This is an optimization exercise on Yosys and OpenROAD, whose aim is small area and a short achievable clock period, not a production implementation.
Where RTL was checked, it was by simulation tests only, not by an equivalence proof against the original.
Only the layout flow was run in runs 3 and 4; the RTL was not checked for function there.
No run shown here takes its clock network from TritonCTS; it comes from the design's own scripts or RTL.
The clock input has no modelled driver; a real chip could not lean on it and would need a root buffer or a full tree.
Power figures rest on the tool's default switching activity, not on a simulated workload.

==> flow/design.v <==
module cpu(out, in, clk, reset);
input  [7:0] in;
input        clk, reset;
output [7:0] out;
reg [7:0]   out;
reg [7:0]   reg_a, reg_b, reg_c, mem_d;
reg [7:0]   alu_p, alu_g;               
reg         alu_c;                      
reg [127:0] mem;                        
reg [3:0]   a_lo, a_hi;                 
reg         c_alu;                      
reg         a_in, b_in, o_in;           
reg         o_c;                        
reg         ld_a, ld_c;                 
reg         a_c, b_c;                   
reg         o_z;                        
reg         mem_wr;                     
reg         st2, st3;                   
wire nx_s0 = ~reset & ~(a_in | b_in | o_in | ld_a | ld_c);
wire [15:0] nop = {15'd0, nx_s0} << in[7:4];
always @(posedge clk) begin
	c_alu  <= nop[0] | nop[1] | nop[2] | nop[3] | nop[4] | nop[5];
	a_in   <= nop[6];
	b_in   <= nop[7];
	o_in   <= nop[8];
	o_c    <= nop[9] | nop[11];
	ld_a   <= nop[10];
	ld_c   <= nop[12];
	a_c    <= nop[13];
	b_c    <= nop[14];
	o_z    <= nop[15];
	mem_wr <= nop[8] | nop[9] | nop[15];
	st2    <= ~reset & ld_a;
	st3    <= ~reset & ld_c;
	a_lo   <= nx_s0 ? (4'b0001 << in[1:0]) : 4'b0001;
	a_hi   <= nx_s0 ? (4'b0001 << in[3:2]) : 4'b0001;
end
wire [2:0] f = in[6:4];
wire inv_a = f[2] & f[0];
wire use_b = ~f[1] & ~(f[2] & f[0]);
wire inv_b = f[0] & ~f[2];
wire [7:0] a_sel = a_c ? reg_c : reg_a;
wire [7:0] b_sel = b_c ? reg_c : reg_b;
wire [7:0] alu_x = a_sel ^ {8{inv_a}};
wire [7:0] alu_y = (b_sel & {8{use_b}}) ^ {8{inv_b}};
always @(posedge clk) begin
	alu_p <= alu_x ^ alu_y;
	alu_g <= alu_x & alu_y;
	alu_c <= f[2] | (f[1] ^ f[0]);
end
wire [7:0] g1n, p1n, g2, p2, g3n;
wire [7:0] alu_out;
assign g1n[0] = 1'b0;                   
alu_aoi21 l1g1 (.y(g1n[1]), .a1(alu_p[0]), .a2(alu_c), .b1(alu_g[0]));
genvar gk;
generate
	for (gk = 2; gk < 8; gk = gk + 1) begin : l1
		alu_aoi21 g (.y(g1n[gk]), .a1(alu_p[gk-1]), .a2(alu_g[gk-2]), .b1(alu_g[gk-1]));
		alu_nand2 p (.y(p1n[gk]), .a(alu_p[gk-1]), .b(alu_p[gk-2]));
	end
endgenerate
assign p1n[1:0] = 2'b11;                
wire alu_c_n;
alu_inv   l1c  (.y(alu_c_n), .a(alu_c));
alu_inv   l2g1 (.y(g2[1]), .a(g1n[1]));
alu_oai21 l2g2 (.y(g2[2]), .a1(p1n[2]), .a2(alu_c_n), .b1(g1n[2]));
alu_oai21 l2g3 (.y(g2[3]), .a1(p1n[3]), .a2(g1n[1]), .b1(g1n[3]));
generate
	for (gk = 4; gk < 8; gk = gk + 1) begin : l2
		alu_oai21 g (.y(g2[gk]), .a1(p1n[gk]), .a2(g1n[gk-2]), .b1(g1n[gk]));
		alu_nor2  p (.y(p2[gk]), .a(p1n[gk]), .b(p1n[gk-2]));
	end
endgenerate
assign g2[0] = alu_c;
assign p2[3:0] = 4'd0;                  
generate
	for (gk = 4; gk < 8; gk = gk + 1) begin : l3
		alu_aoi21 g (.y(g3n[gk]), .a1(p2[gk]), .a2(g2[gk-4]), .b1(g2[gk]));
	end
endgenerate
assign g3n[3:0] = 4'd0;                 
alu_xor2  s0 (.y(alu_out[0]), .a(alu_p[0]), .b(alu_c));
alu_xnor2 s1 (.y(alu_out[1]), .a(alu_p[1]), .b(g1n[1]));
alu_xor2  s2 (.y(alu_out[2]), .a(alu_p[2]), .b(g2[2]));
alu_xor2  s3 (.y(alu_out[3]), .a(alu_p[3]), .b(g2[3]));
generate
	for (gk = 4; gk < 8; gk = gk + 1) begin : sh
		alu_xnor2 s (.y(alu_out[gk]), .a(alu_p[gk]), .b(g3n[gk]));
	end
endgenerate
wire [7:0] mem_wd = (in & {8{o_in}}) | (reg_c & {8{o_c}});
reg [15:0] wsel, rsel;
integer i;
always @(*) begin
	for (i = 0; i < 16; i = i + 1) begin
		rsel[i] = a_hi[i / 4] & a_lo[i % 4];
		wsel[i] = mem_wr & rsel[i];
	end
end
wire [7:0] rd;
genvar gb, gp;
generate
	for (gb = 0; gb < 8; gb = gb + 1) begin : rdb
		wire [7:0] u;
		wire [1:0] v;
		for (gp = 0; gp < 8; gp = gp + 1) begin : rdp
			rd_aoi22 t (.y(u[gp]), .a1(rsel[2*gp]), .a2(mem[16*gp + gb]),
			            .b1(rsel[2*gp+1]), .b2(mem[16*gp + 8 + gb]));
		end
		rd_nand4 n0 (.y(v[0]), .a(u[0]), .b(u[1]), .c(u[2]), .d(u[3]));
		rd_nand4 n1 (.y(v[1]), .a(u[4]), .b(u[5]), .c(u[6]), .d(u[7]));
		rd_or2   o  (.y(rd[gb]), .a(v[0]), .b(v[1]));
	end
endgenerate
always @(posedge clk) begin
	for (i = 0; i < 16; i = i + 1)
		if (wsel[i])
			mem[8*i +: 8] <= mem_wd;
	if (!mem_wr)
		mem_d <= rd;
end
wire o_d = ld_a | ld_c | st3;
wire a_h = ~(a_in | a_c);
wire b_h = ~(b_in | b_c);
wire c_h = ~(c_alu | st2);
wire o_h = ~(o_in | o_c | o_d | o_z);
always @(posedge clk) begin
	if (reset) begin
		reg_a <= 8'd0;
		reg_b <= 8'd0;
		reg_c <= 8'd0;
		out   <= 8'd0;
	end else begin
		reg_a <= (in & {8{a_in}}) | (reg_c & {8{a_c}}) | (reg_a & {8{a_h}});
		reg_b <= (in & {8{b_in}}) | (reg_c & {8{b_c}}) | (reg_b & {8{b_h}});
		reg_c <= (alu_out & {8{c_alu}}) | (mem_d & {8{st2}}) | (reg_c & {8{c_h}});
		out   <= (in & {8{o_in}}) | (reg_c & {8{o_c}}) | (mem_d & {8{o_d}}) | (out & {8{o_h}});
	end
end
endmodule
module rd_aoi22(y, a1, a2, b1, b2);
input  a1, a2, b1, b2;
output y;
assign y = ~((a1 & a2) | (b1 & b2));
endmodule
module rd_nand4(y, a, b, c, d);
input  a, b, c, d;
output y;
assign y = ~(a & b & c & d);
endmodule
module rd_or2(y, a, b);
input  a, b;
output y;
assign y = a | b;
endmodule
module alu_aoi21(y, a1, a2, b1);
input  a1, a2, b1;
output y;
assign y = ~((a1 & a2) | b1);
endmodule
module alu_oai21(y, a1, a2, b1);
input  a1, a2, b1;
output y;
assign y = ~((a1 | a2) & b1);
endmodule
module alu_nand2(y, a, b);
input  a, b;
output y;
assign y = ~(a & b);
endmodule
module alu_nor2(y, a, b);
input  a, b;
output y;
assign y = ~(a | b);
endmodule
module alu_inv(y, a);
input  a;
output y;
assign y = ~a;
endmodule
module alu_xor2(y, a, b);
input  a, b;
output y;
assign y = a ^ b;
endmodule
module alu_xnor2(y, a, b);
input  a, b;
output y;
assign y = ~(a ^ b);
endmodule
==> flow/flow/run.sh <==
#!/bin/bash
# Own layout flow: the standard flow (standard.sh) with two changes:
#  - the port buffers are sky130_fd_sc_hd__buf_4 (buffer_ports' default pick
#    is a delay cell);
#  - the clock tree step is flow/cts.tcl: the clock port drives 4 clkbuf_16,
#    which drive 12 clkbuf_16 placed at the centres of k-means clusters of the
#    registers, instead of TritonCTS's H-tree, followed by the timing repair
#    and a greedy downsizing pass that keeps the worst slack.
# Each step's output goes to a log file of its own in the work folder.
set -euo pipefail
R=$(pwd)/orfs/results/$FLOW_PLATFORM/cpu/base
PB="BUFFER_PORTS_ARGS=-buffer_cell sky130_fd_sc_hd__buf_4"
bash standard.sh "$PB" place > log_1_place.txt 2>&1
RESULTS=$R CTS_NTOP=4 CTS_NLEAF=12 CTS_TOPBUF=sky130_fd_sc_hd__clkbuf_16 \
  CTS_LEAFBUF=sky130_fd_sc_hd__clkbuf_16 SETUP_MARGIN=2.4 \
  openroad -no_init -exit flow/cts.tcl > log_2_cts.txt 2>&1
cp "$R/4_1_cts.odb" "$R/4_cts.odb"
touch "$R/4_cts.sdc"
bash standard.sh "$PB" finish > log_3_finish.txt 2>&1
==> flow/flow/cts.tcl <==
# Clock tree step of the own flow, in place of ORFS's cts.tcl: the same
# steps, but a shallow two-level clock tree (see mytree.tcl) instead of
# TritonCTS's H-tree, and a greedy downsizing pass (see downsize.tcl) after
# the timing repair.
set P $::env(FLOW_HOME)/platforms/sky130hd
set R $::env(RESULTS)
read_liberty $P/lib/sky130_fd_sc_hd__tt_025C_1v80.lib
read_db $R/3_place.odb
read_sdc $R/3_place.sdc
source $P/setRC.tcl
set_dont_use {sky130_fd_sc_hd__probe_p_8 sky130_fd_sc_hd__probec_p_8 sky130_fd_sc_hd__lpflow_*}

source [file dirname [info script]]/mytree.tcl
build_clock_tree $::env(CTS_NTOP) $::env(CTS_NLEAF) $::env(CTS_TOPBUF) $::env(CTS_LEAFBUF)

set_placement_padding -global -left 0 -right 0
detailed_placement
set_propagated_clock [all_clocks]
estimate_parasitics -placement
report_clock_latency -clock core_clock

repair_timing -setup_margin $::env(SETUP_MARGIN) -verbose
detailed_placement
estimate_parasitics -placement

# area recovery: smaller drive strengths wherever the worst slack allows
source [file dirname [info script]]/downsize.tcl
set ws0 [sta::worst_slack_cmd max]
downsize_cells [expr {$ws0 - 0.002e-9}] 0.1e-9
detailed_placement
check_placement -verbose
estimate_parasitics -placement
report_checks -path_delay max -format end -group_path_count 10
report_worst_slack -max
report_worst_slack -min

write_db $R/4_1_cts.odb
write_sdc -no_timestamp $R/4_cts.sdc
==> flow/flow/downsize.tcl <==
# Greedy area recovery: try each instance in its family's smallest drive
# strengths, keeping a change only if the worst setup slack stays at or above
# the target and the worst hold slack stays above hold_min.
proc downsize_cells { target hold_min } {
  set block [ord::get_db_block]
  set tried 0; set kept 0; set saved 0.0
  set cands {}
  foreach inst [$block getInsts] {
    set m [[$inst getMaster] getName]
    if {![regexp {^(sky130_fd_sc_hd__\w+?)_(\d+)$} $m -> base drive]} continue
    if {[string match "*clkbuf*" $base] || [string match "*tap*" $base] || [string match "*fill*" $base] || [string match "*decap*" $base] || [string match "*conb*" $base]} continue
    if {[string match "clkbuf_*" [$inst getName]]} continue
    lappend cands [list $inst $base $drive]
  }
  foreach c $cands {
    lassign $c inst base drive
    set name [$inst getName]
    set cur [[$inst getMaster] getName]
    set curarea [expr {[[$inst getMaster] getWidth] * [[$inst getMaster] getHeight]}]
    set opts {}
    foreach lc [get_lib_cells ${base}_*] {
      set ln [get_name $lc]
      if {![regexp {_(\d+)$} $ln -> d]} continue
      if {$ln eq $cur} continue
      set mm [[ord::get_db] findMaster $ln]
      if {$mm eq "NULL"} continue
      set a [expr {[$mm getWidth] * [$mm getHeight]}]
      if {$a < $curarea} { lappend opts [list $ln $a] }
    }
    set opts [lsort -real -index 1 $opts]
    foreach o $opts {
      lassign $o ln a
      incr tried
      replace_cell $name $ln
      set ws [sta::worst_slack_cmd max]
      set hs [sta::worst_slack_cmd min]
      if {$ws >= $target && $hs >= $hold_min} {
        incr kept
        set saved [expr {$saved + ($curarea - $a) / 1e6}]
        break
      } else {
        replace_cell $name $cur
      }
    }
  }
  puts "downsize: tried $tried, kept $kept, saved $saved um2"
}
==> flow/flow/mytree.tcl <==
# Build a one-level clock tree: the clock port drives NBUF clock buffers, each
# placed at the centre of a k-means cluster of the clock sinks it drives.
proc kmeans { xs ys nbuf {slack 1.15} } {
  set n [llength $xs]
  # k-means, seeded by spreading over the sink list sorted by angle around the centre
  set cx 0.0; set cy 0.0
  foreach x $xs y $ys { set cx [expr {$cx + $x}]; set cy [expr {$cy + $y}] }
  set cx [expr {$cx / $n}]; set cy [expr {$cy / $n}]
  set ang {}
  for {set i 0} {$i < $n} {incr i} {
    lappend ang [list $i [expr {atan2([lindex $ys $i] - $cy, [lindex $xs $i] - $cx)}]]
  }
  set ang [lsort -real -index 1 $ang]
  set kx {}; set ky {}
  for {set k 0} {$k < $nbuf} {incr k} {
    set i [lindex [lindex $ang [expr {int(($k + 0.5) * $n / $nbuf)}]] 0]
    lappend kx [expr {($cx + [lindex $xs $i]) / 2.0}]
    lappend ky [expr {($cy + [lindex $ys $i]) / 2.0}]
  }
  set cap [expr {int(ceil($slack * $n / $nbuf))}]
  for {set iter 0} {$iter < 30} {incr iter} {
    # balanced assignment: sinks in order of their best distance, capped cluster size
    set cand {}
    for {set i 0} {$i < $n} {incr i} {
      for {set k 0} {$k < $nbuf} {incr k} {
        set d [expr {abs([lindex $xs $i] - [lindex $kx $k]) + abs([lindex $ys $i] - [lindex $ky $k])}]
        lappend cand [list $i $k $d]
      }
    }
    set cand [lsort -real -index 2 $cand]
    set asg [lrepeat $n -1]
    set cnt [lrepeat $nbuf 0]
    foreach c $cand {
      lassign $c i k d
      if {[lindex $asg $i] >= 0} continue
      if {[lindex $cnt $k] >= $cap} continue
      lset asg $i $k
      lset cnt $k [expr {[lindex $cnt $k] + 1}]
    }
    set sx [lrepeat $nbuf 0.0]; set sy [lrepeat $nbuf 0.0]
    for {set i 0} {$i < $n} {incr i} {
      set k [lindex $asg $i]
      lset sx $k [expr {[lindex $sx $k] + [lindex $xs $i]}]
      lset sy $k [expr {[lindex $sy $k] + [lindex $ys $i]}]
    }
    for {set k 0} {$k < $nbuf} {incr k} {
      if {[lindex $cnt $k] > 0} {
        lset kx $k [expr {[lindex $sx $k] / [lindex $cnt $k]}]
        lset ky $k [expr {[lindex $sy $k] / [lindex $cnt $k]}]
      }
    }
  }
  puts "kmeans: $n points, cluster sizes $cnt"
  return [list $asg $kx $ky]
}

# Insert a buffer per cluster of the loads (iterms) of net src.
proc split_net { src loads nbuf bufname prefix {slack 1.15} } {
  set block [ord::get_db_block]
  set master [[ord::get_db] findMaster $bufname]
  set xs {}; set ys {}
  foreach it $loads {
    set bb [[$it getInst] getBBox]
    lappend xs [expr {([$bb xMin] + [$bb xMax]) / 2.0}]
    lappend ys [expr {([$bb yMin] + [$bb yMax]) / 2.0}]
  }
  lassign [kmeans $xs $ys $nbuf $slack] asg kx ky
  set nets {}; set bufs {}
  for {set k 0} {$k < $nbuf} {incr k} {
    set buf [odb::dbInst_create $block $master "${prefix}_$k"]
    set w [$master getWidth]
    set h [$master getHeight]
    $buf setLocation [expr {int([lindex $kx $k] - $w / 2)}] [expr {int([lindex $ky $k] - $h / 2)}]
    $buf setPlacementStatus PLACED
    set net [odb::dbNet_create $block "${prefix}_net_$k"]
    $net setSigType CLOCK
    [$buf findITerm X] connect $net
    lappend nets $net
    lappend bufs $buf
  }
  set i 0
  foreach it $loads {
    $it disconnect
    $it connect [lindex $nets [lindex $asg $i]]
    incr i
  }
  foreach buf $bufs { [$buf findITerm A] connect $src }
  return $bufs
}

# Clock tree: the clock port drives ntop buffers, which drive nleaf leaf
# buffers in all, which drive the clock sinks (nleaf 0: tops drive the sinks).
proc build_clock_tree { ntop nleaf topbuf leafbuf } {
  set block [ord::get_db_block]
  set clknet [$block findNet clk]
  set sinks [$clknet getITerms]
  if {$nleaf == 0} {
    split_net $clknet $sinks $ntop $topbuf clkbuf_top
    return
  }
  set leaves [split_net $clknet $sinks $nleaf $leafbuf clkbuf_leaf 1.05]
  set ins {}
  foreach b $leaves { lappend ins [$b findITerm A] }
  foreach it $ins { $it disconnect }
  set tmp [odb::dbNet_create $block "clk_tmp"]
  foreach it $ins { $it connect $tmp }
  set tops [split_net $clknet $ins $ntop $topbuf clkbuf_top 1.0]
  odb::dbNet_destroy $tmp
}
==> flow/standard.sh <==
#!/bin/bash
# synth_recipe.tcl (not shown) runs the flow's synth.tcl, then flattens the netlist and writes it again
# the make line also repeats each setting of config.mk as NAME=value (left out here)
make -C /OpenROAD-flow-scripts/flow DESIGN_CONFIG=/design/flow/config.mk WORK_HOME=/design/flow/orfs CLKGATE_MAP_FILE= SYNTH_SCRIPT=/design/flow/synth_recipe.tcl "${@:-finish}"
==> flow/config.mk <==
export PLATFORM = sky130hd
export DESIGN_NAME = cpu
export DESIGN_NICKNAME = cpu
export VERILOG_FILES = /design/flow/design.v
export SDC_FILE = /design/flow/constraint.sdc
export NUM_CORES = 4
export LEC_CHECK = 0
export CAP_MARGIN = 20
export CORE_MARGIN = 2
export CORE_UTILIZATION = 40
export SETUP_SLACK_MARGIN = 2.4
export SLEW_MARGIN = 20
export SYNTH_HIERARCHICAL = 1
==> flow/constraint.sdc <==
create_clock -name core_clock -period 4.0 [get_ports {clk}]
set_input_delay 0.8000 -clock core_clock [delete_from_list [all_inputs] [get_ports {clk}]]
set_output_delay 0.8000 -clock core_clock [all_outputs]
set_load 0.01 [all_outputs]
==> results of run 1 <==
## synthesized netlist by cell type (16+ instances only)
master / count / area [µm²]
nand2_1: 19 / 71.3
nor2_1: 30 / 113
edfxtp_1: 136 / 4080
a22oi_2: 64 / 801
nor3b_1: 19 / 143
and3_1: 18 / 113
a21oi_1: 25 / 125
and2_1: 17 / 106
nand4_1: 16 / 100
dfxtp_1: 69 / 1380
mux2i_1: 22 / 220
a221oi_1: 16 / 140
## metal layers
layer / global-route usage / vias to the layer above
li1: - / 2262
met1: 0.250 / 2436
met2: 0.282 / 92
met3: 0.0129 / 26
met4: 0.0324 / 0
met5: 0 / -
## metrics by stage
stage / std cells / utilization / hold slack, ns
2_1_floorplan: 580 / - / 0.474
3_3_place_gp: 840 / 0.428 / 0.462
3_5_place_dp: 840 / 0.428 / 0.466
5_1_grt: 857 / 0.434 / 0.501
6_report: 857 / 0.434 / 0.476
## modules after synthesis (local to each module, per instance)
module / cells / times used
cpu: 455 / 1
rd_aoi22: 1 / 64
alu_aoi21: 1 / 11
alu_xnor2: 1 / 5
alu_xor2: 1 / 3
rd_nand4: 1 / 16
rd_or2: 1 / 8
alu_oai21: 1 / 6
alu_inv: 1 / 2
alu_nand2: 1 / 6
alu_nor2: 1 / 4
## flip-flops by register name (all words and copies together) (netlist names)
signal / count
o_z: 1
reg_c: 8
mem_wr: 1
alu_p: 8
a_hi: 4
a_c: 1
reg_b: 8
b_in: 1
alu_g: 7
ld_c: 1
b_c: 1
o_c: 1
st3: 1
alu_c: 1
reg_a: 8
ld_a: 1
mem_d: 8
a_in: 1
out: 8
c_alu: 1
st2: 1
a_lo: 4
o_in: 1
mem: 128
## placed cells by master, fill, tap and decap left out, drive strengths merged, types with 10 or more instances in the layout
master    n
nand3    10
nor2     30
nand4    16
dfxtp    69
a21oi    36
a221oi   16
nor3b    19
a22oi    72
and2     17
and3     18
buf      13
xor2     10
edfxtp  136
clkbuf   21
mux2i    22
nand2    20
## cell type report
type                       instances  area share
sequential                       205       0.620
buffer                            16      0.0453
inverter                           4     0.00170
multi-input combinational        344       0.281
timing repair buffer              18      0.0133
tap                              270      0.0382
## cells by family after synthesis
family / synth area share
AOI/OAI and AO/OA: 0.162
xor gates and xnor gates: 0.0178
adders and majority gates: 0.0105
buffers and inverters: 0.0196
DFF: 0.654
muxes: 0.0264
and+or+nand+nor: 0.109
## critical path, delay by kind of cell, from the launching register on
kind	cells	cell delay, ns
AND/OR/NAND/NOR	3	0.72
flip-flops	1	0.37
AO/OA/AOI/OAI	1	0.26
## path summary, 6_finish.rpt
kind | end | cells past startpoint
max | mem_d[6] | 4
min | out[7] | 2
max reg2reg | mem_d[6] | 4
min reg2reg | out[7] | 2
## power by group through the flow
stage	sequential [mW]	combinational [mW]	clock (mW)
2_1_floorplan	2.37	0.172	0
3_3_place_gp	2.40	0.225	0
3_5_place_dp	2.40	0.229	0
5_1_grt	2.36	0.236	1.45
6_report	2.36	0.214	1.34
==> impl_results.md, run 1 <==
- First-pass DRT Iterations: 5
- Met2 WL: 8.88 mm
- Sequential power share: 0.603
- CP max stage delay: 0.37 ns
- Die extent in x: 148 µm
- Gr usage total: 0.171
- Final setup fails: 0
- Worst Hold Class: reg -> reg
- Drt total wl: 18.7 mm
- DRC viols: 0
- P_leak: 2.72 nW
- Net count after synthesis: 597
- Hold Vio Cnt, Final: 0
- Post-layout min period: 1.58 ns
- Die height: 148 µm
- GP Congestion: 0.792
- Worst Tran Pin Value: 0.675 ns
- First-pass GRT wire length: 29.3 mm
- Async set or reset register ratio after synthesis: 0
- Routed wl met3: 654 µm
- Peak supply drop: 0.217 mV
- Status: complete, no violations
- Pin count of the biggest net entering global routing: 36
- Fmax: 633 MHz
- Routed len/inst: 21.8 µm
- Initial DRC Count: 344
- RR Startpoint: a_lo[2]
- Synthesis Warnings: 7
- Crit share post-route: 0.395
- Worst hold start: out[7]
- Congestion Overflow GR: 0
- EDFF count, synth: 136
- Setup ws final: 2.42 ns
- Slew Viols, Final: 0
- RSZ-0062 raised after global routing: yes
- FP Rows: 52
- Worst path required time: 4.04 ns
- Core region area: 20400 µm²
- Syn-to-layout area delta: 5.90%
- Vias per cell: 5.62
- Worst R2R Setup Slack: 2.42 ns
- Place WS: 2.01 ns
- Mapped cell area: 8350 µm²
- Area of the multi-input gates: 2490 µm²
- Syn avg cell area: 14.4 µm²
- Critical path capture point type: register
- Yosys cell types: 40
- Buffers on Ports: 17
- DR top layer: met4
- Detailed placement HPWL: 12.5 mm
- Internal power: 3.09 mW
- Overall die area: 22000 µm²
- DP Area: 8710 µm²
- CP max-delay cell: dfxtp_2
- Layout Skew: 0.0185 ns
- Max Cap Violations: 0
- Metal-1 WL: 8.70 mm
- Worst rel slew slack: 0.549
- Setup total negative slack: 0 ns
- Sw Share: 0.209
- Filler Cell Count: 1859
- Clock power frac: 0.343
- Antenna Nets Post-Route: 0
- Worst-path maximum fanout: 8
- Count of boundary I/O pins: 18
- Vias in the first global route: 4856
- CP Cell Sequence: and2_4 > a22oi_1 > nand4_1 > or2_1
- Pwr per Cell Area: 442 nW/µm²
- CP Class: reg -> reg
- Layout cells sized above 1: 0.160
- Starting Density: 0.410
- Main synth FF type: edfxtp_1
- Comb power frac: 0.055
- Sequential fraction of the synthesis area: 0.654
- CP startpoint: a_lo[2]
- Startpoint Class: register
- Initial antenna violation count: 0
- Gate Count Post-Synth: 580
- # nets final: 606
- CTS clk-pin slew, worst paths: 0.07 ns
- Routed vias: 4816
- Worst skew pair latency: 0.29 ns
- Ant diodes: 0
- Register area: 5480 µm²
- Crit path arrival time: 1.62 ns
- Fin area: 8840 µm²
- NetSw: 0.818 mW
- Power, Total: 3.91 mW
- #FFs+latches synth: 205
==> run 2, diff against run 1 <==
==> flow/flow/run.sh (replaced) <==
#!/bin/bash
# Own layout flow: the standard flow (standard.sh) with these changes:
#  - the port buffers are sky130_fd_sc_hd__buf_4 (buffer_ports' default pick
#    is a delay cell);
#  - the clock tree step is flow/cts.tcl: the clock port drives 4 clkbuf_8,
#    which drive 8 clkbuf_16 placed at the centres of k-means clusters of the
#    registers, instead of TritonCTS's H-tree, followed by the timing repair
#    and a greedy downsizing pass that keeps the worst slack;
#  - after global routing, flow/grt_post.tcl runs the downsizing pass again
#    on the global-routing parasitics (nets rerouted incrementally).
# Each step's output goes to a log file of its own in the work folder.
set -euo pipefail
R=$(pwd)/orfs/results/$FLOW_PLATFORM/cpu/base
PB="BUFFER_PORTS_ARGS=-buffer_cell sky130_fd_sc_hd__buf_4"
bash standard.sh "$PB" place > log_1_place.txt 2>&1
RESULTS=$R CTS_NTOP=4 CTS_NLEAF=8 CTS_TOPBUF=sky130_fd_sc_hd__clkbuf_8 \
  CTS_LEAFBUF=sky130_fd_sc_hd__clkbuf_16 SETUP_MARGIN=2.4 \
  openroad -no_init -exit flow/cts.tcl > log_2_cts.txt 2>&1
cp "$R/4_1_cts.odb" "$R/4_cts.odb"
touch "$R/4_cts.sdc"
OWN_FLOW_DIR=$(pwd)/flow bash standard.sh "$PB" "POST_GLOBAL_ROUTE_TCL=$(pwd)/flow/grt_post.tcl" finish > log_3_finish.txt 2>&1
==> flow/flow/grt_post.tcl (new file) <==
# POST_GLOBAL_ROUTE hook of the own flow: a second greedy downsizing pass on
# the global-routing parasitics, keeping the worst setup slack, with the
# changed nets routed again incrementally before the detailed router runs.
source $::env(OWN_FLOW_DIR)/downsize.tcl
global_route -start_incremental
set ws0 [sta::worst_slack_cmd max]
puts "post-grt downsize: worst slack before [expr {$ws0 * 1e9}]"
downsize_cells [expr {$ws0 - 0.002e-9}] 0.1e-9
detailed_placement
global_route -end_incremental
estimate_parasitics -global_routing
puts "post-grt downsize: worst slack after [expr {[sta::worst_slack_cmd max] * 1e9}]"
check_placement -verbose
write_guides $::env(RESULTS_DIR)/route.guide
==> run 2 against run 1 <==
Against the previous run: utilization is 1.6 points lower; critical path depth did not move; routed wire length is 0.91% lower; largest cell class unchanged; via count shrank 0.17%; still clean on timing, DRC and antenna.
==> impl_results.md, run 2 <==
- Internal power: 2.82 mW (-8.7%)
- Place WS: 2.01 ns (unchanged)
- Overall die area: 22000 µm² (unchanged)
- # nets final: 604 (-0.33%)
- Post-layout min period: 1.91 ns (+0.328 ns)
- CP max stage delay: 0.63 ns (+0.26 ns)
- CP max-delay cell: buf_1
- Setup ws final: 2.09 ns (-0.328 ns)
- DRC viols: 0 (unchanged)
- DP Area: 8710 µm² (unchanged)
- Final Non-Filler Cells: 855 (-0.23%)
- Power, Total: 3.59 mW (-8.2%)
- #FFs+latches synth: 205 (unchanged)
- FP Rows: 52 (unchanged)
- Syn-to-layout area delta: 2.08%
- Peak supply drop: 0.236 mV (+8.9%)
- Ranking of synthesized cells by area: edfxtp_1 (49%), dfxtp_1 (17%), a22oi_2 (9.6%)
- Slew Viols, Final: 0 (unchanged)
- Die extent in x: 148 µm (unchanged)
- P_leak: 2.58 nW (-5.0%)
- Synthesis Warnings: 7 (unchanged)
- First-pass DRT Iterations: 7 (+2)
- Gr usage total: 0.168 (-0.00259)
- Hold Slack: 0.470 ns (-0.00577 ns)
- CP Class: in -> reg
- Comb power frac: 0.056 (about the same)
- Yosys cell types: 40 (unchanged)
- Worst rel slew slack: 0.314 (-0.235)
- Worst Tran Pin Value: 1.02 ns (+0.346 ns)
- Dominant cell type by area after synthesis: edfxtp_1
- Final setup fails: 0 (unchanged)
- Top post-synthesis cells by count: edfxtp_1 (136), dfxtp_1 (69), a22oi_2 (64), nor2_1 (30), a21oi_1 (25)
- Routed len/inst: 21.6 µm (-0.68%)
- Worst Hold Class: reg -> reg
- Placed cell count: 840 (unchanged)
- GP Congestion: 0.792 (unchanged)
- Most frequent cells in the layout: edfxtp_1 (136), a22oi_1 (72), dfxtp_1 (53)
- Pwr per Cell Area: 421 nW/µm² (-4.8%)
- Reg with most FFs: mem
- Initial DRC Count: 397 (+15%)
- Setup total negative slack: 0 ns (unchanged)
- Most used cell, CP: a21oi_1
- Antenna Nets Post-Route: 0 (unchanged)
- Startpoint Class: input port
- Pin count of the biggest net entering global routing: 36 (unchanged)
- Layout cells sized above 1: 0.0803 (-0.0798)
- Gate Count Post-Synth: 580 (unchanged)
- CP Cell Sequence: buf_1 > a22o_2 > a21oi_1 > a21oi_1
- Fmax: 524 MHz (-17%)
- Register area: 5490 µm² (+0.11%)
- EDFF count, synth: 136 (unchanged)
- Async set or reset register ratio after synthesis: 0 (unchanged)
- Main synth FF type: edfxtp_1
- Worst-path maximum fanout: 18 (+10)
- Max reg flops: 128 (unchanged)
- Net count after synthesis: 597 (unchanged)
- Mapped cell area: 8350 µm² (unchanged)
- NetSw: 0.764 mW (-6.5%)
- Layout Skew: 0.0172 ns (-0.00135 ns)
- Delay-heaviest family, CP: compound AO/OA/AOI/OAI gates
- Starting Density: 0.410 (unchanged)
- CTS clk-pin slew, worst paths: 0.10 ns (+0.03 ns)
- Worst skew pair latency: 0.31 ns (+0.02 ns)
- First-pass GRT wire length: 28.9 mm (-1.3%)
- Die height: 148 µm (unchanged)
- Crit path arrival time: 2.13 ns (+0.51 ns)
- Critical path capture point type: register
- Worst path required time: 4.23 ns (+0.19 ns)
- Final Util: 0.419 (-0.0157)
- Count of boundary I/O pins: 18 (unchanged)
- Vias per cell: 5.62 (about the same)
- Sequential fraction of the synthesis area: 0.654 (unchanged)
- Filler Cell Count: 1914 (+3.0%)
- Sw Share: 0.213 (+0.00389)
- Congestion Overflow GR: 0 (unchanged)
- Area of the multi-input gates: 2320 µm² (-6.6%)
- Buffers on Ports: 17 (unchanged)
- Initial antenna violation count: 0 (unchanged)
- Worst path bufs/invs: 1 (+1)
- Vias in the first global route: 4820 (-0.74%)
- Routed vias: 4808 (-0.17%)
- Hold Vio Cnt, Final: 0 (unchanged)
- Drt total wl: 18.5 mm (-0.91%)
- Commonest non-fill, non-tap cell in the layout: edfxtp_1
- Ant diodes: 0 (unchanged)
- Status: complete, no violations
- Detailed placement HPWL: 12.5 mm (unchanged)
- Syn avg cell area: 14.4 µm² (unchanged)
- Fin area: 8520 µm² (-3.6%)
- Post-synth top area share: 0.489 (unchanged)
- Sequential power share: 0.656 (+0.053)
- Core region area: 20400 µm² (unchanged)
- Most numerous cell in the Yosys netlist: edfxtp_1
- Crit share post-route: 0.477 (+0.0821)
- Max Cap Violations: 0 (unchanged)
- Clock power frac: 0.288 (-0.055)
==> run 2: cell types whose count changed in the layout (fill, tap and decap cells not counted), moves of 4 or more <==
cell       before  now
buf_1           2    9
a22oi_2        10    0
clkbuf_8        0    4
and3_2          6    0
a22o_1          0    5
dfxtp_1        58   53
a22oi_1        62   72
dfxtp_2         9   14
clkbuf_16      16    8
and3_1         12   18
and2_4         15    0
and2_1          1   12
==> run 2: layer usage <==
layer,part of all wire,track usage
met1,0.47,0.249
met2,0.48,0.277
met3,0.029,0.0117
met4,0.021,0.0305
met5,0,0
==> run 2: cells by family after synthesis <==
family / after synthesis / synth area share
adder cells (fa/ha/maj): 7 / 0.0105
buffers and inverters: 31 / 0.0196
AND/OR/NAND/NOR: 155 / 0.109
multiplexers: 22 / 0.0264
AO/OA/AOI/OAI: 143 / 0.162
XOR/XNOR: 17 / 0.0178
flip-flops: 205 / 0.654
==> run 2: Yosys stat by module (local to each module, per instance) <==
module	flip-flops and latches	cells
rd_or2	0	1
rd_nand4	0	1
alu_inv	0	1
alu_xor2	0	1
alu_aoi21	0	1
alu_xnor2	0	1
alu_nor2	0	1
alu_oai21	0	1
cpu	205	455
alu_nand2	0	1
rd_aoi22	0	1
==> run 2: layout make-up <==
| class | count | area share |
|---|---|---|
| sequential | 205 | 0.644 |
| multi-input combinational | 344 | 0.273 |
| tap | 270 | 0.0396 |
| buffer | 12 | 0.0299 |
| timing repair buffer | 20 | 0.0119 |
| inverter | 4 | 0.00176 |
==> run 2: tightest hold or removal path: stages, from the launching register on <==
cell	delay, ns
dfxtp_2	0.33
nand3_1	0.06
a21oi_1	0.05
==> run 2: path summary, 6_finish.rpt <==
path | start | to | slack (ns) | cells past startpoint
setup / recovery | in[5] | out[5] | 2.09 | 4
hold / removal | out[7] | out[7] | 0.47 | 2
setup reg to reg | a_lo[2] | mem_d[3] | 2.31 | 4
hold reg to reg | out[7] | out[7] | 0.47 | 2
==> run 2: power by group through the flow <==
stage          Combinational (mW)  Clock [mW]  Sequential (mW)
2_1_floorplan               0.172           0             2.37
3_3_place_gp                0.225           0             2.40
3_5_place_dp                0.229           0             2.40
6_report                    0.201        1.03             2.35
==> run 3, diff against run 2 <==
==> flow/design.v (replaced) <==
module cpu(out, in, clk, reset);
input  [7:0] in;
input        clk, reset;
output [7:0] out;
reg [7:0]   out;
reg [7:0]   reg_a, reg_b, reg_c, mem_d;
reg [7:0]   alu_p, alu_g;               
reg         alu_c;                      
reg [127:0] mem;                        
reg [3:0]   a_lo, a_hi;                 
reg         c_alu;                      
reg         a_in, b_in, o_in;           
reg         o_c;                        
reg         ld_a, ld_c;                 
reg         a_c, b_c;                   
reg         o_z;                        
reg         mem_wr;                     
reg         st2, st3;                   
wire busy = a_in | b_in | o_in | ld_a | ld_c;    
wire [3:0] ih = in[7:4];
wire [15:0] dec = 16'd1 << ih;
wire [10:0] x_nd = ~{dec[0] | dec[1] | dec[2] | dec[3] | dec[4] | dec[5],
                     dec[6], dec[7], dec[8], dec[9] | dec[11], dec[10],
                     dec[12], dec[13], dec[14], dec[15],
                     dec[8] | dec[9] | dec[15]};
wire [10:0] x_nx;
wire [1:0]  st_nx;
wire [3:0]  lo_nd = {~(in[1:0] == 2'd3), ~(in[1:0] == 2'd2), ~(in[1:0] == 2'd1), (in[1:0] == 2'd0)};
wire [3:0]  hi_nd = {~(in[3:2] == 2'd3), ~(in[3:2] == 2'd2), ~(in[3:2] == 2'd1), (in[3:2] == 2'd0)};
wire [3:0]  lo_nx, hi_nx;
genvar gi;
generate
	for (gi = 0; gi < 11; gi = gi + 1) begin : xn
		g_nor3 n (.y(x_nx[gi]), .a(reset), .b(busy), .c(x_nd[gi]));
	end
	for (gi = 0; gi < 4; gi = gi + 1) begin : an
		g_nor3 l (.y(lo_nx[gi]), .a(reset), .b(busy), .c(lo_nd[gi]));
		g_nor3 h (.y(hi_nx[gi]), .a(reset), .b(busy), .c(hi_nd[gi]));
	end
endgenerate
g_nor2 s2n (.y(st_nx[0]), .a(reset), .b(~ld_a));
g_nor2 s3n (.y(st_nx[1]), .a(reset), .b(~ld_c));
always @(posedge clk) begin
	{c_alu, a_in, b_in, o_in, o_c, ld_a, ld_c, a_c, b_c, o_z, mem_wr} <= x_nx;
	{st3, st2} <= st_nx;
	a_lo <= lo_nx;
	a_hi <= hi_nx;
end
wire [2:0] f = in[6:4];
wire sel_t  = ~f[1] & ~f[0];                
wire sel_nt = ~f[2] & ~f[1] & f[0];         
wire sel_a  = f[1] & ~f[0];                 
wire sel_na = f[0] & (f[1] | f[2]);         
wire sel_3  = f[1] & f[0];                  
wire [7:0] a_sel = a_c ? reg_c : reg_a;
wire [7:0] b_sel = b_c ? reg_c : reg_b;
wire [7:0] c_t   = a_sel ^ b_sel;
wire [7:0] c_nt  = ~c_t;
wire [7:0] c_na  = ~a_sel;
wire [7:0] c_ab  = a_sel & b_sel;
wire [7:0] c_anb = a_sel & ~b_sel;
wire [7:0] p_nx, g_nx;
generate
	for (gi = 0; gi < 8; gi = gi + 1) begin : pg
		wire u1, u2, v1, v2;
		g_aoi22 pu1 (.y(u1), .a1(sel_t), .a2(c_t[gi]), .b1(sel_nt), .b2(c_nt[gi]));
		g_aoi22 pu2 (.y(u2), .a1(sel_a), .a2(a_sel[gi]), .b1(sel_na), .b2(c_na[gi]));
		g_nand2 pp  (.y(p_nx[gi]), .a(u1), .b(u2));
		g_aoi22 gv1 (.y(v1), .a1(sel_t), .a2(c_ab[gi]), .b1(sel_nt), .b2(c_anb[gi]));
		g_nand2 gv2 (.y(v2), .a(sel_3), .b(a_sel[gi]));
		g_nand2 gg  (.y(g_nx[gi]), .a(v1), .b(v2));
	end
endgenerate
always @(posedge clk) begin
	alu_p <= p_nx;
	alu_g <= g_nx;
	alu_c <= f[2] | (f[1] ^ f[0]);
end
wire [7:0] g1n, p1n, g2, p2, g3n;
wire [7:0] alu_out;
assign g1n[0] = 1'b0;                   
g_aoi21 l1g1 (.y(g1n[1]), .a1(alu_p[0]), .a2(alu_c), .b1(alu_g[0]));
genvar gk;
generate
	for (gk = 2; gk < 8; gk = gk + 1) begin : l1
		g_aoi21 g (.y(g1n[gk]), .a1(alu_p[gk-1]), .a2(alu_g[gk-2]), .b1(alu_g[gk-1]));
		g_nand2 p (.y(p1n[gk]), .a(alu_p[gk-1]), .b(alu_p[gk-2]));
	end
endgenerate
assign p1n[1:0] = 2'b11;                
wire alu_c_n;
g_inv   l1c  (.y(alu_c_n), .a(alu_c));
g_inv   l2g1 (.y(g2[1]), .a(g1n[1]));
g_oai21 l2g2 (.y(g2[2]), .a1(p1n[2]), .a2(alu_c_n), .b1(g1n[2]));
g_oai21 l2g3 (.y(g2[3]), .a1(p1n[3]), .a2(g1n[1]), .b1(g1n[3]));
generate
	for (gk = 4; gk < 8; gk = gk + 1) begin : l2
		g_oai21 g (.y(g2[gk]), .a1(p1n[gk]), .a2(g1n[gk-2]), .b1(g1n[gk]));
		g_nor2  p (.y(p2[gk]), .a(p1n[gk]), .b(p1n[gk-2]));
	end
endgenerate
assign g2[0] = alu_c;
assign p2[3:0] = 4'd0;                  
generate
	for (gk = 4; gk < 8; gk = gk + 1) begin : l3
		g_aoi21 g (.y(g3n[gk]), .a1(p2[gk]), .a2(g2[gk-4]), .b1(g2[gk]));
	end
endgenerate
assign g3n[3:0] = 4'd0;                 
g_xor2  s0 (.y(alu_out[0]), .a(alu_p[0]), .b(alu_c));
g_xnor2 s1 (.y(alu_out[1]), .a(alu_p[1]), .b(g1n[1]));
g_xor2  s2 (.y(alu_out[2]), .a(alu_p[2]), .b(g2[2]));
g_xor2  s3 (.y(alu_out[3]), .a(alu_p[3]), .b(g2[3]));
generate
	for (gk = 4; gk < 8; gk = gk + 1) begin : sh
		g_xnor2 s (.y(alu_out[gk]), .a(alu_p[gk]), .b(g3n[gk]));
	end
endgenerate
wire [3:0] lo = {a_lo[3:1], ~a_lo[0]};
wire [3:0] hi = {a_hi[3:1], ~a_hi[0]};
wire [7:0] mem_wd = (in & {8{o_in}}) | (reg_c & {8{o_c}});
reg [15:0] wsel, rsel;
integer i;
always @(*) begin
	for (i = 0; i < 16; i = i + 1) begin
		rsel[i] = hi[i / 4] & lo[i % 4];
		wsel[i] = mem_wr & rsel[i];
	end
end
wire [7:0] rd;
genvar gb, gp;
generate
	for (gb = 0; gb < 8; gb = gb + 1) begin : rdb
		wire [7:0] u;
		wire [1:0] v;
		for (gp = 0; gp < 8; gp = gp + 1) begin : rdp
			g_aoi22 t (.y(u[gp]), .a1(rsel[2*gp]), .a2(mem[16*gp + gb]),
			           .b1(rsel[2*gp+1]), .b2(mem[16*gp + 8 + gb]));
		end
		g_nand4 n0 (.y(v[0]), .a(u[0]), .b(u[1]), .c(u[2]), .d(u[3]));
		g_nand4 n1 (.y(v[1]), .a(u[4]), .b(u[5]), .c(u[6]), .d(u[7]));
		g_or2   o  (.y(rd[gb]), .a(v[0]), .b(v[1]));
	end
endgenerate
always @(posedge clk) begin
	for (i = 0; i < 16; i = i + 1)
		if (wsel[i])
			mem[8*i +: 8] <= mem_wd;
	if (!mem_wr)
		mem_d <= rd;
end
wire o_d = ld_a | ld_c | st3;
wire a_h = ~(a_in | a_c);
wire b_h = ~(b_in | b_c);
wire c_h = ~(c_alu | st2);
wire o_h = ~(o_in | o_c | o_d | o_z);
wire [7:0] a_nx, b_nx, c_nx, o_nx;
generate
	for (gi = 0; gi < 8; gi = gi + 1) begin : rw
		wire au, ah, bu, bh, cu, ch, ou, oh;
		g_aoi22 a1 (.y(au), .a1(a_in), .a2(in[gi]), .b1(a_c), .b2(reg_c[gi]));
		g_nand2 a2 (.y(ah), .a(a_h), .b(reg_a[gi]));
		g_aoi21 a3 (.y(a_nx[gi]), .a1(au), .a2(ah), .b1(reset));
		g_aoi22 b1 (.y(bu), .a1(b_in), .a2(in[gi]), .b1(b_c), .b2(reg_c[gi]));
		g_nand2 b2 (.y(bh), .a(b_h), .b(reg_b[gi]));
		g_aoi21 b3 (.y(b_nx[gi]), .a1(bu), .a2(bh), .b1(reset));
		g_aoi22 c1 (.y(cu), .a1(c_alu), .a2(alu_out[gi]), .b1(st2), .b2(mem_d[gi]));
		g_nand2 c2 (.y(ch), .a(c_h), .b(reg_c[gi]));
		g_aoi21 c3 (.y(c_nx[gi]), .a1(cu), .a2(ch), .b1(reset));
		g_aoi22 o1 (.y(ou), .a1(o_in), .a2(in[gi]), .b1(o_c), .b2(reg_c[gi]));
		g_aoi22 o2 (.y(oh), .a1(o_d), .a2(mem_d[gi]), .b1(o_h), .b2(out[gi]));
		g_aoi21 o3 (.y(o_nx[gi]), .a1(ou), .a2(oh), .b1(reset));
	end
endgenerate
always @(posedge clk) begin
	reg_a <= a_nx;
	reg_b <= b_nx;
	reg_c <= c_nx;
	out   <= o_nx;
end
endmodule
module g_aoi22(y, a1, a2, b1, b2);
input  a1, a2, b1, b2;
output y;
assign y = ~((a1 & a2) | (b1 & b2));
endmodule
module g_aoi21(y, a1, a2, b1);
input  a1, a2, b1;
output y;
assign y = ~((a1 & a2) | b1);
endmodule
module g_oai21(y, a1, a2, b1);
input  a1, a2, b1;
output y;
assign y = ~((a1 | a2) & b1);
endmodule
module g_nand2(y, a, b);
input  a, b;
output y;
assign y = ~(a & b);
endmodule
module g_nand4(y, a, b, c, d);
input  a, b, c, d;
output y;
assign y = ~(a & b & c & d);
endmodule
module g_nor2(y, a, b);
input  a, b;
output y;
assign y = ~(a | b);
endmodule
module g_nor3(y, a, b, c);
input  a, b, c;
output y;
assign y = ~(a | b | c);
endmodule
module g_or2(y, a, b);
input  a, b;
output y;
assign y = a | b;
endmodule
module g_inv(y, a);
input  a;
output y;
assign y = ~a;
endmodule
module g_xor2(y, a, b);
input  a, b;
output y;
assign y = a ^ b;
endmodule
module g_xnor2(y, a, b);
input  a, b;
output y;
assign y = ~(a ^ b);
endmodule
==> flow/flow/run.sh (replaced) <==
#!/bin/bash
# Own layout flow: the standard flow (standard.sh) with two changes:
#  - the port buffers are sky130_fd_sc_hd__buf_4 (buffer_ports' default pick
#    is a delay cell);
#  - the clock tree step is flow/cts.tcl: the clock port drives 4 clkbuf_8,
#    which drive 8 clkbuf_16 placed at the centres of k-means clusters of the
#    registers, instead of TritonCTS's H-tree, followed by the timing repair
#    and a greedy downsizing pass that keeps the worst slack.
# Each step's output goes to a log file of its own in the work folder.
set -euo pipefail
R=$(pwd)/orfs/results/$FLOW_PLATFORM/cpu/base
PB="BUFFER_PORTS_ARGS=-buffer_cell sky130_fd_sc_hd__buf_4"
bash standard.sh "$PB" place > log_1_place.txt 2>&1
RESULTS=$R CTS_NTOP=4 CTS_NLEAF=8 CTS_TOPBUF=sky130_fd_sc_hd__clkbuf_8 \
  CTS_LEAFBUF=sky130_fd_sc_hd__clkbuf_16 SETUP_MARGIN=2.4 \
  openroad -no_init -exit flow/cts.tcl > log_2_cts.txt 2>&1
cp "$R/4_1_cts.odb" "$R/4_cts.odb"
touch "$R/4_cts.sdc"
bash standard.sh "$PB" finish > log_3_finish.txt 2>&1
--- a/flow/flow/mytree.tcl
+++ b/flow/flow/mytree.tcl
@@ -74,7 +74,9 @@
     $buf setPlacementStatus PLACED
     set net [odb::dbNet_create $block "${prefix}_net_$k"]
     $net setSigType CLOCK
-    [$buf findITerm X] connect $net
+    set o [$buf findITerm X]
+    if {$o eq "NULL"} { set o [$buf findITerm Y] }
+    $o connect $net
     lappend nets $net
     lappend bufs $buf
   }
removed: flow/flow/grt_post.tcl
==> run 3 against run 2 <==
Against the previous run: worst hold slack better by 0.0032 ns; sequential share of layout area decreased by 7.4 points; final area is 13% higher; first-iteration DRC count is 17% higher; register-to-register slack gained 0.07 ns; largest cell class unchanged.
==> impl_results.md, run 3 <==
- Starting Density: 0.405 (-0.00479)
- Filler Cell Count: 2103 (+9.9%)
- FF-to-FF End: alu_p[5]
- Syn avg cell area: 14.1 µm² (-1.8%)
- Worst skew pair latency: 0.31 ns (about the same)
- Worst Hold Class: reg -> reg
- Final Util: 0.428 (+0.00951)
- Worst rel slew slack: 0.514 (+0.200)
- Congestion Overflow GR: 0 (unchanged)
- Crit share post-route: 0.405 (-0.0723)
- Place WS: 1.69 ns (-0.312 ns)
- Setup ws final: 2.38 ns (+0.289 ns)
- Worst hold start: reg_b[3]
- Dominant cell type by area after synthesis: edfxtp_1
- Net count after synthesis: 675 (+13%)
- Synthesis Warnings: 7 (unchanged)
- Top post-synthesis cells by count: edfxtp_1 (136), a22oi_2 (127), dfxtp_1 (69), nand2_1 (63), a21oi_2 (43)
- First-pass DRT Iterations: 5 (-2)
- Startpoint Class: register
- Hold Vio Cnt, Final: 0 (unchanged)
- Layout Skew: 0.0196 ns (+0.00245 ns)
- Worst R2R Setup Slack: 2.38 ns (+0.07 ns)
- Gate Count Post-Synth: 647 (+12%)
- Max Cap Violations: 0 (unchanged)
- Vias in the first global route: 5640 (+17%)
- Status: complete, no violations
- Reg with most FFs: mem
- EDFF count, synth: 136 (unchanged)
- GP Congestion: 0.795 (+0.35%)
- Hold-critical path depth: 2 (unchanged)
- Overall die area: 24100 µm² (+9.3%)
- Die extent in x: 155 µm (+4.5%)
- Antenna Nets Post-Route: 0 (unchanged)
- Buffers on Ports: 17 (unchanged)
- Async set or reset register ratio after synthesis: 0 (unchanged)
- Die height: 155 µm (+4.5%)
- Peak supply drop: 0.322 mV (+36%)
- Worst path required time: 4.19 ns (-0.04 ns)
- Main synth FF type: edfxtp_1
- Worst Hold End: reg_b[3]
- Count of boundary I/O pins: 18 (unchanged)
- Most frequent cells in the layout: edfxtp_1 (136), a22oi_1 (100), nand2_1 (63)
- Ranking of synthesized cells by area: edfxtp_1 (45%), a22oi_2 (17%), dfxtp_1 (15%)
- Commonest non-fill, non-tap cell in the layout: edfxtp_1
- Slew Viols, Final: 0 (unchanged)
- Mapped cell area: 9150 µm² (+9.5%)
- Detailed placement HPWL: 14.3 mm (+15%)
- R2R depth: 7 (+3)
- Fmax: 617 MHz (+18%)
- DRC viols: 0 (unchanged)
- Setup total negative slack: 0 ns (unchanged)
- Crit path arrival time: 1.81 ns (-0.32 ns)
- Most numerous cell in the Yosys netlist: edfxtp_1
- Max reg flops: 128 (unchanged)
- Post-layout min period: 1.62 ns (-0.289 ns)
- # nets final: 720 (+19%)
- Initial DRC Count: 465 (+17%)
- First-pass GRT wire length: 33.2 mm (+15%)
- Drt total wl: 21.8 mm (+18%)
- Worst Tran Pin Value: 0.726 ns (-0.295 ns)
- CTS clk-pin slew, worst paths: 0.11 ns (about the same)
- Routed vias: 5580 (+16%)
- Post-synth top area share: 0.446 (-0.0426)
- Layout cells sized above 1: 0.236 (+0.156)
- Area of the multi-input gates: 3140 µm² (+35%)
- Core region area: 22600 µm² (+11%)
- RSZ-0062 raised after global routing: yes
- Pwr per Cell Area: 380 nW/µm² (-9.7%)
- Final setup fails: 0 (unchanged)
- Gr usage total: 0.176 (+0.00825)
- P_leak: 3.15 nW (+22%)
- FP Rows: 55 (+5.8%)
- Syn-to-layout area delta: 5.64%
- Vias per cell: 5.72 (+1.8%)
- CP Class: reg -> reg
- RR Startpoint: a_c
- Register area: 5500 µm² (+0.25%)
- Routed len/inst: 22.3 µm (+3.3%)
- Yosys cell types: 32 (-20%)
- Critical path capture point type: register
- CP startpoint: a_c
- Initial antenna violation count: 0 (unchanged)
- Worst-path maximum fanout: 5 (-13)
- Ant diodes: 0 (unchanged)
- Pin count of the biggest net entering global routing: 54 (+50%)
- Sequential fraction of the synthesis area: 0.597 (-0.0570)
- #FFs+latches synth: 205 (unchanged)
==> run 3: cell types whose count changed after synthesis, sizes merged, moves of 6 or more <==
cell and delta:
buf -12, and3 -9, nor3b -19, mux2i -7
a21oi +7, nor3 +15, nor2b +6, a221oi -16
a22oi +55, nand2 +43, inv +25, nor2 -10
clkbuf -8, ha +11
==> run 3: Yosys stat by module (local to each module, per instance) <==
| module | area [µm²] | flip-flops and latches | cells | copies in the design |
|---|---|---|---|---|
| g_xor2 | 8.76 | 0 | 1 | 3 |
| g_nand4 | 6.26 | 0 | 1 | 16 |
| g_oai21 | 5.00 | 0 | 1 | 6 |
| g_or2 | 6.26 | 0 | 1 | 8 |
| g_aoi21 | 8.76 | 0 | 1 | 43 |
| g_nor2 | 3.75 | 0 | 1 | 6 |
| g_nand2 | 3.75 | 0 | 1 | 52 |
| g_xnor2 | 8.76 | 0 | 1 | 5 |
| g_nor3 | 10.0 | 0 | 1 | 19 |
| g_aoi22 | 12.5 | 0 | 1 | 127 |
| cpu | 6520 | 205 | 360 | 1 |
| g_inv | 3.75 | 0 | 1 | 2 |
==> run 3: cell families after synthesis <==
group / count (synthesis) / synth area share
simple gates: 173 / 0.105
fa+ha+maj: 18 / 0.0246
flops: 205 / 0.597
mux: 15 / 0.0164
xor+xnor: 11 / 0.0105
compound gates: 189 / 0.230
buf+inv: 36 / 0.0167
==> run 3: how the worst max path moves through the flow <==
stage,slack [ns],to
after floorplan,2.28,alu_g[0]
after global placement,1.78,alu_p[5]
after detailed placement,1.69,alu_p[6]
after global routing,2.30,alu_p[5]
final,2.38,alu_p[5]
==> run 3: area by class of cell <==
| type | count | area share |
|---|---|---|
| flip-flops and latches | 205 | 0.570 |
| multi-input cells | 406 | 0.325 |
| well taps | 285 | 0.0369 |
| repair buffers | 38 | 0.0304 |
| plain buffers | 12 | 0.0264 |
| inverters | 29 | 0.0118 |
==> run 3: power by group <==
| part | switching [mW] | internal [mW] | total [mW] |
|---|---|---|---|
| Combinational | 0.165 | 0.109 | 0.274 |
| Sequential | 0.0662 | 2.29 | 2.35 |
| Clock | 0.589 | 0.455 | 1.04 |
| Total | 0.820 | 2.85 | 3.67 |
==> run 3: through the flow <==
step	cell area, µm²	hold WS (ns)	instances	power (mW)
after floorplan	9190	0.434	647	2.57
after global placement	9620	0.448	942	2.69
after detailed placement	9620	0.451	942	2.69
after global routing	9660	0.498	975	3.80
final	9660	0.473	975	3.67
==> run 3: critical path: stages, from the launching register on <==
cell and delay [ns]:
dfxtp_2 0.37, buf_4 0.19, mux2i_2 0.26, inv_2 0.08
ha_1 0.31, inv_1 0.05, a22oi_1 0.16, nand2_1 0.08
==> run 3: routing by layer <==
metal / up-vias / share of wire / routed length [µm] / track usage
met5: - / 0 / 0 / 0
met4: 0 / 0.013 / 289 / 0.0205
met3: 24 / 0.056 / 1220 / 0.0145
met2: 159 / 0.47 / 10300 / 0.288
met1: 2825 / 0.46 / 9960 / 0.266
li1: 2572 / - / - / -
==> run 4, diff against run 3 <==
==> flow/flow/run.sh (replaced) <==
#!/bin/bash
# Own layout flow: the standard flow (standard.sh) with two changes:
#  - the port buffers are sky130_fd_sc_hd__buf_4 (buffer_ports' default pick
#    is a delay cell);
#  - the clock tree step is flow/cts.tcl: the clock port drives 4 clkinv_16,
#    which drive 8 clkinv_16 placed at the centres of k-means clusters of the
#    registers, instead of TritonCTS's H-tree, followed by the timing repair
#    and a greedy downsizing pass that keeps the worst slack.
# Each step's output goes to a log file of its own in the work folder.
set -euo pipefail
R=$(pwd)/orfs/results/$FLOW_PLATFORM/cpu/base
PB="BUFFER_PORTS_ARGS=-buffer_cell sky130_fd_sc_hd__buf_4"
bash standard.sh "$PB" place > log_1_place.txt 2>&1
RESULTS=$R CTS_NTOP=4 CTS_NLEAF=8 CTS_TOPBUF=sky130_fd_sc_hd__clkinv_16 \
  CTS_LEAFBUF=sky130_fd_sc_hd__clkinv_16 SETUP_MARGIN=2.5 \
  openroad -no_init -exit flow/cts.tcl > log_2_cts.txt 2>&1
cp "$R/4_1_cts.odb" "$R/4_cts.odb"
touch "$R/4_cts.sdc"
bash standard.sh "$PB" finish > log_3_finish.txt 2>&1
--- a/flow/config.mk
+++ b/flow/config.mk
@@ -8,6 +8,6 @@
 export CAP_MARGIN = 20
 export CORE_MARGIN = 2
 export CORE_UTILIZATION = 40
-export SETUP_SLACK_MARGIN = 2.4
+export SETUP_SLACK_MARGIN = 2.5
 export SLEW_MARGIN = 20
 export SYNTH_HIERARCHICAL = 1
==> run 4 against run 3 <==
Against the previous run: first-iteration DRC count is 25% higher; fmax shrank 3.9%; worst hold slack got worse by 0.016 ns; via count rose by 1.8%; routed wire length is 3.0% higher; worst setup slack worse by 0.066 ns; sequential share of layout area down 2.4 points; sequential power barely moved; flip-flop and latch count unchanged; die area is the same; utilization rose by 1.9 points.
==> impl_results.md, run 4 <==
- Die extent in x: 155 µm (unchanged)
- Setup ws final: 2.31 ns (-0.0657 ns)
- Layout cells sized above 1: 0.282 (+0.0463)
- Detailed placement HPWL: 14.6 mm (+1.5%)
- Synthesis Warnings: 7 (unchanged)
- Sequential fraction of the synthesis area: 0.597 (unchanged)
- Startpoint Class: input port
- Initial DRC Count: 581 (+25%)
- Net count after synthesis: 675 (unchanged)
- Reg with most FFs: mem
- Gate Count Post-Synth: 647 (unchanged)
- CP max stage delay: 0.21 ns (-0.16 ns)
- Hold Slack: 0.457 ns (-0.0162 ns)
- Congestion Overflow GR: 0 (unchanged)
- Overall die area: 24100 µm² (unchanged)
- GP Congestion: 0.784 (-1.4%)
- RSZ-0062 raised after global routing: yes
- Buffers on Ports: 17 (unchanged)
- Worst rel slew slack: 0.536 (+0.0218)
- Ant diodes: 0 (unchanged)
- Top post-synthesis cells by count: edfxtp_1 (136), a22oi_2 (127), dfxtp_1 (69), nand2_1 (63), a21oi_2 (43)
- Most used cell, CP: buf_6
- Count of boundary I/O pins: 18 (unchanged)
- Drt total wl: 22.4 mm (+3.0%)
- Ranking of synthesized cells by area: edfxtp_1 (45%), a22oi_2 (17%), dfxtp_1 (15%)
- Vias per cell: 5.72 (about the same)
- Worst-path maximum fanout: 6 (+1)
- Power, Total: 3.70 mW (+0.64%)
- CP max-delay cell: ha_4
- Pin count of the biggest net entering global routing: 54 (unchanged)
- Die height: 155 µm (unchanged)
- Post-synth top area share: 0.446 (unchanged)
- Worst Hold Class: reg -> reg
- Initial antenna violation count: 0 (unchanged)
- Syn avg cell area: 14.1 µm² (unchanged)
- First-pass DRT Iterations: 5 (unchanged)
- Core region area: 22600 µm² (unchanged)
- CP Cell Sequence: buf_12 > clkinvlp_4 > buf_6 > ha_4 > buf_6 > a22oi_2 > nand2_1
- Vias in the first global route: 5530 (-2.0%)
- FP Rows: 55 (unchanged)
- Yosys cell types: 32 (unchanged)
- Fmax: 593 MHz (-3.9%)
- CTS clk-pin slew, worst paths: 0.06 ns (-0.05 ns)
- Status: complete, no violations
- # nets final: 738 (+2.5%)
- Final setup fails: 0 (unchanged)
- EDFF count, synth: 136 (unchanged)
- Post-layout min period: 1.69 ns (+0.0657 ns)
- DRC viols: 0 (unchanged)
- Place WS: 1.83 ns (+0.138 ns)
- Antenna Nets Post-Route: 0 (unchanged)
- Starting Density: 0.405 (unchanged)
- Setup total negative slack: 0 ns (unchanged)
- Most frequent cells in the layout: edfxtp_1 (136), a22oi_1 (76), nand2_1 (62)
- Most numerous cell in the Yosys netlist: edfxtp_1
- Hold Vio Cnt, Final: 0 (unchanged)
- CP Class: in -> reg
- Commonest non-fill, non-tap cell in the layout: edfxtp_1
- Pwr per Cell Area: 366 nW/µm² (-3.6%)
- Dominant cell type by area after synthesis: edfxtp_1
- Async set or reset register ratio after synthesis: 0 (unchanged)
- Max Cap Violations: 0 (unchanged)
- Max reg flops: 128 (unchanged)
- Critical path capture point type: register
- Routed len/inst: 22.6 µm (+1.2%)
- Syn-to-layout area delta: 10.3%
- Gr usage total: 0.180 (+0.00418)
- Mapped cell area: 9150 µm² (unchanged)
- Routed vias: 5678 (+1.8%)
- Layout Skew: 0.0105 ns (-0.00910 ns)
- Slew Viols, Final: 0 (unchanged)
- Worst path required time: 4.03 ns (-0.16 ns)
- First-pass GRT wire length: 33.7 mm (+1.7%)
- Peak supply drop: 0.262 mV (-19%)
- Crit share post-route: 0.421 (+0.0164)
- #FFs+latches synth: 205 (unchanged)
- Worst skew pair latency: 0.15 ns (-0.16 ns)
- Crit path arrival time: 1.72 ns (-0.09 ns)
- Worst Tran Pin Value: 0.694 ns (-0.0325 ns)
- Filler Cell Count: 2098 (-0.24%)
- P_leak: 3.29 nW (+4.6%)
- Main synth FF type: edfxtp_1
[run 4: per-module statistics from Yosys (local to each module, per instance), a selection]
module,copies in the design,flip-flops and latches
g_oai21,6,0
g_aoi21,43,0
g_nand2,52,0
g_xor2,3,0
g_or2,8,0
g_aoi22,127,0
g_nor2,6,0
[run 4: area by class of cell]
type	count	area (µm²)	area share
repair buffers	55	437	0.0433
flip-flops and latches	205	5500	0.546
well taps	285	357	0.0354
multi-input cells	407	3310	0.328
inverters	41	480	0.0476
[run 4: power by group]
group	switching, mW	total [mW]	internal [mW]
clock network	0.792	1.04	0.252
registers	0.0684	2.35	2.29
logic	0.173	0.297	0.124
total	1.03	3.70	2.66
[run 4: cell families (layout without fill, tap and decap cells)]
kind of cell               Yosys count  count (layout)  share of synthesized area
xor gates and xnor gates            11              11                     0.0105
muxes                               15              15                     0.0164
DFF                                205             205                      0.597
adders and majority gates           18              18                     0.0246
and+or+nand+nor                    173             173                      0.105
buffers and inverters               36              96                     0.0167
AOI/OAI and AO/OA                  189             190                      0.230
[run 4: metrics by stage]
stage / area [µm²] / std cells / utilization
global route: 10100 / 993 / 0.447
global placement: 9670 / 943 / 0.429
detailed placement: 9670 / 943 / 0.429
floorplan: 9230 / 647 / -
finish: 10100 / 993 / 0.447
[run 4: final timing paths]
check	start	to	slack, ns	cells past startpoint
max	in[4]	alu_p[3]	2.31	7
min	reg_b[5]	reg_b[5]	0.46	2
max reg2reg	a_c	alu_p[6]	2.35	7
min reg2reg	reg_b[5]	reg_b[5]	0.46	2
[run 4: routing by layer]
metal / GRT usage / share of wire
met4: 0.0227 / 0.017
met2: 0.301 / 0.48
met1: 0.265 / 0.46
met5: 0 / 0
met3: 0.0159 / 0.050
[run 4: critical path, delay by kind of cell]
kind,cells,cell delay (ns)
compound gates,1,0.16
fa+ha+maj,1,0.21
buf+inv,4,0.48
simple gates,1,0.07

==> static timing again, ports no longer ideal <==
How much do the figures lean on ideal ports? The routed layouts below were timed once more, with nothing changed but the port constraints.
Step 1 sets driving cells, clkbuf_16 on the clock port and buf_2 on the other inputs (assumed; they add their load-dependent delay and slew).
Step 2 adds t to the input delays and takes it off the output delays; t is the mean of the earliest and latest rising clock arrival at the registers after step 1. Input paths then give back, and output paths get back, about the clock's delay inside the block.
a / b / c = ideal / step 1 / step 2; a / b = the first two.
run	t (ns)	setup WS [ns]	worst data-port slew with drivers (ns)	pins driven straight from the clock port
run 1	0.371	2.419 / 2.328 / 2.159	0.03	4
run 2	0.378	2.091 / 2.143 / 1.765	0.03	4
run 3	0.379	2.380 / 2.309 / 2.037	0.05	4
run 4	0.360	2.315 / 2.320 / 2.109	0.07	4
After both steps setup and hold are still met in every run listed. The setup slack of run 3, which loses most, moves by -0.071 ns with the drivers and by -0.343 ns with both steps.
